From an optimization exercise on the open Yosys and OpenROAD flow, aimed at small area and a short achievable clock period; shortcuts taken in it are not production practice.
Only simulation tests tie the RTL to the original design; equivalence was not proved.
Power and IR drop assume default switching activity.

==> inputs of v22 <==
Design npu, start of the top module:
module npu (
    input               clk,
    input               reset,
    input               cov,
    input  [23:0]       data,
    input  [23:0]       wt,
    output logic [71:0] mmu_out,
    output logic [15:0] conv_out,
    output logic        conv_fin
);
    logic fin, rk2;
    wire  rk = ~fin;                        
    wire  kill = reset | rk | rk2;          
    always_ff @(posedge clk) begin
        fin <= ~reset;
        rk2 <= rk;
    end
    assign conv_fin = fin;
    logic [7:0]  rD0;              
    logic [9:0]  r3D0;             
    logic [8:0]  T;                
    logic [10:0] T3;               
    logic [9:0]  S0, S1, S2;       
    logic [11:0] U0, U1, U2;       
    logic [23:0] rW, rW1;          
    wire  [7:0]  D0 = data[7:0], D1 = data[15:8], D2 = data[23:16];
    always_ff @(posedge clk) begin
        rD0  <= D0;
        r3D0 <= D0 + {D0, 1'b0};
        T    <= reset ? 9'd0  : (rk ? 8'd0 : rD0)  + D1;
        T3   <= reset ? 11'd0 : (rk ? 10'd0 : r3D0) + D1 + {D1, 1'b0};
        S0   <= T + D2;
        U0   <= T3 + D2 + {D2, 1'b0};
        S1   <= S0;  S2 <= S1;
        U1   <= U0;  U2 <= U1;
        rW   <= wt;
        rW1  <= rW;
    end
    wire e1_n = rW1[2];
    wire e1_a = rW1[1] ^ rW1[2];
    wire e1_b = rW1[0] ^ rW1[2];
    wire e1_c = 1'b0 ^ rW1[2];
    wire e1_1 = (e1_b ^ e1_c) & ~e1_a;
    wire e1_2 = (e1_a & ~e1_b & ~e1_c) | (~e1_a & e1_b & e1_c);
    wire e1_3 = e1_a & (e1_b ^ e1_c);
    wire e1_4 = e1_a & e1_b & e1_c;
  ...
export LEC_CHECK = 0
export CAP_MARGIN = 20
export CORE_MARGIN = 2
export CORE_UTILIZATION = 40
export CTS_CLUSTER_DIAMETER = 100
export CTS_CLUSTER_SIZE = 24
export PLACE_DENSITY = 0.6
export SETUP_SLACK_MARGIN = 3.0
export SLEW_MARGIN = 20
export TNS_END_PERCENT = 5
create_clock -name core_clock -period 5.5 [get_ports {clk}]
run.sh (not shown) runs the stock make flow with config.mk's settings and CLKGATE_MAP_FILE= SYNTH_SCRIPT=/design/flow/synth_recipe.tcl, a recipe that flattens the netlist after the stock synthesis.
==> v27 (differences from v22) <==
--- a/flow/config.mk
+++ b/flow/config.mk
@@ -10,4 +10,2 @@
 export CORE_UTILIZATION = 40
-export CTS_CLUSTER_DIAMETER = 100
-export CTS_CLUSTER_SIZE = 24
 export PLACE_DENSITY = 0.6
==> v39 (differences from v22) <==
==> flow/flow/run.sh (new file) <==
#!/bin/bash
# Own flow: the standard layout (standard.sh, all steps, standard synthesis),
# with one change: the port buffers that global placement inserts on every input
# and output are buf_2 cells instead of the resizer's default pick (a 0.5 ns delay
# buffer). The whole make output goes to standard.log in this folder; ORFS keeps
# each step's own log under orfs/logs/.
set -euo pipefail
export BUFFER_PORTS_ARGS="-buffer_cell sky130_fd_sc_hd__buf_2"
bash standard.sh > standard.log 2>&1
==> flow/standard.sh (new file) <==
#!/bin/bash
# synth_recipe.tcl (not shown) runs the flow's synth.tcl, then flattens the netlist and writes it again
# the make line also repeats each setting of config.mk as NAME=value (left out here)
make -C /OpenROAD-flow-scripts/flow DESIGN_CONFIG=/design/flow/config.mk WORK_HOME=/design/flow/orfs CLKGATE_MAP_FILE= SYNTH_SCRIPT=/design/flow/synth_recipe.tcl "${@:-finish}"
--- a/flow/config.mk
+++ b/flow/config.mk
@@ -11,6 +11,6 @@
 export CTS_CLUSTER_DIAMETER = 100
-export CTS_CLUSTER_SIZE = 24
+export CTS_CLUSTER_SIZE = 20
 export PLACE_DENSITY = 0.6
-export SETUP_SLACK_MARGIN = 3.0
+export SETUP_SLACK_MARGIN = 3.3
 export SLEW_MARGIN = 20
-export TNS_END_PERCENT = 5
+export TNS_END_PERCENT = 3
removed: flow/run.sh
==> v3 (differences from v22) <==
==> flow/flow/run.sh (new file) <==
#!/bin/bash
# Own flow: the standard layout (standard.sh, all steps, standard synthesis),
# with one change: the port buffers that global placement inserts on every input
# and output are buf_1 cells instead of the resizer's default pick (a 0.5 ns delay
# buffer). The whole make output goes to standard.log in this folder; ORFS keeps
# each step's own log under orfs/logs/.
set -euo pipefail
export BUFFER_PORTS_ARGS="-buffer_cell sky130_fd_sc_hd__buf_1"
bash standard.sh > standard.log 2>&1
==> flow/standard.sh (new file) <==
#!/bin/bash
# synth_recipe.tcl (not shown) runs the flow's synth.tcl, then flattens the netlist and writes it again
# the make line also repeats each setting of config.mk as NAME=value (left out here)
make -C /OpenROAD-flow-scripts/flow DESIGN_CONFIG=/design/flow/config.mk WORK_HOME=/design/flow/orfs CLKGATE_MAP_FILE= SYNTH_SCRIPT=/design/flow/synth_recipe.tcl "${@:-finish}"
removed: flow/run.sh
==> comparison <==
In flip-flop and latch count, v3 and v39 do not differ. Against v3, the routed wire length of v27 is larger by 0.83%. Global-route usage: v27 is higher than v39 (0.21 points). In v3 the hold slack is better than in v27, by 0.022 ns. The highest count of clock-buffer cells in the layout belongs to v27, the lowest to v22. The lowest clock skew belongs to v39, the highest to v3. Worst setup slack: v39 < v3 < v27 < v22. Of v39 and v22, v22 has the higher total power (gap about 2%, measured against v22).

==> inputs of run a <==
Starting RTL as in the previous note.
==> flow/design.v (excerpt) <==
module npu (
    input               clk,
    input               reset,
    input               cov,
    input  [23:0]       data,
    input  [23:0]       wt,
    output logic [71:0] mmu_out,
    output logic [15:0] conv_out,
    output logic        conv_fin
);
make LEC_CHECK=0 CAP_MARGIN=20 CORE_MARGIN=2 CORE_UTILIZATION=40 CTS_BUF_LIST='sky130_fd_sc_hd__clkbuf_4 sky130_fd_sc_hd__clkbuf_8' PLACE_DENSITY=0.6 SETUP_SLACK_MARGIN=3.0 SLEW_MARGIN=20 TNS_END_PERCENT=5 finish   # period 5.5 ns
Stock flow here: none of the scripts above is used.
==> run b (differences from run a) <==
==> flow/flow/run.sh (new file) <==
#!/bin/bash
# Own flow: the standard layout (standard.sh, all steps, standard synthesis),
# with one change: the port buffers that global placement inserts on every input
# and output are buf_2 cells instead of the resizer's default pick (a 0.5 ns delay
# buffer). The whole make output goes to standard.log in this folder; ORFS keeps
# each step's own log under orfs/logs/.
set -euo pipefail
export BUFFER_PORTS_ARGS="-buffer_cell sky130_fd_sc_hd__buf_2"
bash standard.sh > standard.log 2>&1
==> flow/standard.sh (new file) <==
#!/bin/bash
# synth_recipe.tcl (not shown) runs the flow's synth.tcl, then flattens the netlist and writes it again
# the make line also repeats each setting of config.mk as NAME=value (left out here)
make -C /OpenROAD-flow-scripts/flow DESIGN_CONFIG=/design/flow/config.mk WORK_HOME=/design/flow/orfs CLKGATE_MAP_FILE= SYNTH_SCRIPT=/design/flow/synth_recipe.tcl "${@:-finish}"
Settings changed: CORE_UTILIZATION 40 to 50, CTS_BUF_LIST sky130_fd_sc_hd__clkbuf_4 sky130_fd_sc_hd__clkbuf_8 to not set, CTS_CLUSTER_DIAMETER set to 100, CTS_CLUSTER_SIZE set to 20, PLACE_DENSITY 0.6 to 0.7.
removed: flow/run.sh
==> run c (differences from run a) <==
Settings changed: CTS_BUF_LIST sky130_fd_sc_hd__clkbuf_4 sky130_fd_sc_hd__clkbuf_8 to not set, CTS_CLUSTER_DIAMETER set to 100, CTS_CLUSTER_SIZE set to 20.
==> run_summary.xml <==
<?xml version="1.0" encoding="UTF-8"?>
<metrics>
  <group name="clock_network">
    <metric name="clock-root-buffer" unit="">clkbuf_8</metric>
    <metric name="postCtsResizedCells" unit="">275</metric>
    <metric name="tritoncts.num_buffers" unit="">109</metric>
  </group>
  <group name="sta">
    <metric name="layout_setup_ws" unit="ps">2390</metric>
  </group>
  <group name="critical_path">
    <metric name="crit_chain" unit="">a22o_1 -&gt; a221oi_2 -&gt; xnor2_1 -&gt; fa_1 -&gt; ha_4 -&gt; a21o_1 -&gt; a21oi_2 -&gt; o21a_1 -&gt; a21oi_4 -&gt; a221oi_2 -&gt; a31oi_1 -&gt; xor2_1</metric>
  </group>
  <group name="layout">
    <metric name="num-nets-final" unit="">4070</metric>
    <metric name="postLayoutCoreUtil" unit="%">47.9</metric>
    <metric name="buffer_area_share" unit="%">5.36</metric>
    <metric name="syn_to_final_growth" unit="%">18.9</metric>
  </group>
  <group name="grt">
    <metric name="groute.layer.met3.usage" unit="%">3.20</metric>
  </group>
  <group name="run_status">
    <metric name="result_of_the_run" unit="">complete, no violations</metric>
  </group>
  <group name="pwr">
    <metric name="power_clock" unit="uW">4700</metric>
    <metric name="clock_power_share" unit="%">30.8</metric>
    <metric name="combinationalPower" unit="uW">4310</metric>
  </group>
  <group name="die">
    <metric name="rows" unit="">108</metric>
  </group>
  <group name="placed_design">
    <metric name="place_hpwl" unit="um">60800</metric>
  </group>
</metrics>
[end of results for run a]
==> run_summary.xml <==
<?xml version="1.0" encoding="UTF-8"?>
<metrics>
  <group name="run_status">
    <metric name="result_of_the_run" unit="">complete, no violations</metric>
  </group>
  <group name="clock_network">
    <metric name="tritoncts.num_buffers" unit="">37</metric>
    <metric name="postCtsResizedCells" unit="">185</metric>
    <metric name="clock-root-buffer" unit="">clkbuf_16</metric>
  </group>
  <group name="pwr">
    <metric name="power_clock" unit="uW">2810</metric>
    <metric name="combinationalPower" unit="uW">4220</metric>
    <metric name="static-leakage-power" unit="uW">0.0165</metric>
    <metric name="clock_power_share" unit="%">21.3</metric>
    <metric name="p_total" unit="uW">13200</metric>
  </group>
  <group name="layout">
    <metric name="dominant-cell-class" unit="">multi-input gates</metric>
    <metric name="num-nets-final" unit="">3966</metric>
    <metric name="syn_to_final_growth" unit="%">11.6</metric>
    <metric name="postLayoutCoreUtil" unit="%">56.6</metric>
    <metric name="buffer_area_share" unit="%">3.71</metric>
  </group>
  <group name="sta">
    <metric name="layout_setup_ws" unit="ps">2360</metric>
  </group>
  <group name="grt">
    <metric name="groute.layer.met3.usage" unit="%">2.96</metric>
  </group>
  <group name="placed_design">
    <metric name="place_hpwl" unit="um">56400</metric>
  </group>
  <group name="critical_path">
    <metric name="crit_chain" unit="">a22o_1 -&gt; a221oi_4 -&gt; xnor2_2 -&gt; fa_1 -&gt; ha_4 -&gt; a21o_1 -&gt; a21oi_4 -&gt; nor2b_4 -&gt; a21oi_4 -&gt; a221oi_2 -&gt; a31oi_1 -&gt; xor2_1</metric>
  </group>
  <group name="synthesis">
    <metric name="yosys-top-cells-count" unit="">dfxtp_1 (493), inv_1 (297), ha_1 (265), xnor2_1 (219), nor2_1 (217)</metric>
  </group>
</metrics>
[end of results for run b]
==> run_summary.xml <==
<?xml version="1.0" encoding="UTF-8"?>
<metrics>
  <group name="layout">
    <metric name="buffer_area_share" unit="%">5.79</metric>
    <metric name="num-nets-final" unit="">4012</metric>
  </group>
  <group name="placed_design">
    <metric name="place_hpwl" unit="um">60800</metric>
  </group>
  <group name="run_status">
    <metric name="result_of_the_run" unit="">complete, no violations</metric>
  </group>
  <group name="critical_path">
    <metric name="crit_chain" unit="">a22o_1 -&gt; a221oi_2 -&gt; xnor2_1 -&gt; fa_1 -&gt; ha_4 -&gt; a21o_1 -&gt; a21oi_2 -&gt; o21a_1 -&gt; a21oi_4 -&gt; a221oi_2 -&gt; a31oi_1 -&gt; xor2_1</metric>
  </group>
  <group name="pwr">
    <metric name="power_clock" unit="uW">3240</metric>
  </group>
  <group name="sta">
    <metric name="layout_setup_ws" unit="ps">2420</metric>
  </group>
  <group name="die">
    <metric name="rows" unit="">108</metric>
  </group>
  <group name="clock_network">
    <metric name="postCtsResizedCells" unit="">335</metric>
    <metric name="tritoncts.num_buffers" unit="">41</metric>
    <metric name="clock-root-buffer" unit="">clkbuf_16</metric>
  </group>
  <group name="grt">
    <metric name="groute.layer.met3.usage" unit="%">2.44</metric>
  </group>
</metrics>
[end of results for run c]

## re-timing with driven ports
The results above use ideal ports. As a check the final layouts listed here were re-extracted and re-timed, cells and wires unchanged.
Step 1 sets driving cells, clkbuf_16 on the clock port and buf_2 on the other inputs (assumed; they add their load-dependent delay and slew).
Step 2 adds t to the input delays and takes it off the output delays; t is the mean of the earliest and latest rising clock arrival at the registers after step 1. Input paths then give back, and output paths get back, about the clock's delay inside the block.
Three values: ideal ports, drivers, drivers and shift; two values: the first two.
run	t (ns)	slack for setup (ns)	hold WS [ns]	worst setup path at the end	slew at the worst register clock pin (ns)
v22	0.645	2.404 / 2.404 / 1.951	0.328 / 0.328 / 0.328	input to register	0.10 / 0.10
v27	0.672	2.403 / 2.403 / 1.968	0.312 / 0.312 / 0.312	input to register	0.06 / 0.06
v39	0.638	2.383 / 2.383 / 1.923	0.326 / 0.326 / 0.326	input to register	0.09 / 0.09
v3	0.645	2.403 / 2.403 / 1.802	0.334 / 0.334 / 0.334	input to register	0.10 / 0.10
run a	0.789	2.392 / 2.392 / 1.960	0.304 / 0.304 / 0.304	input to register	0.07 / 0.07
run b	0.642	2.357 / 2.357 / 1.795	0.321 / 0.321 / 0.321	input to register	0.09 / 0.09
run c	0.641	2.418 / 2.418 / 1.953	0.324 / 0.324 / 0.324	input to register	0.09 / 0.09
After both steps every run listed still meets setup and hold. The setup slack of v3, which loses most, moves by 0.000 ns with the drivers and by -0.601 ns with both steps.
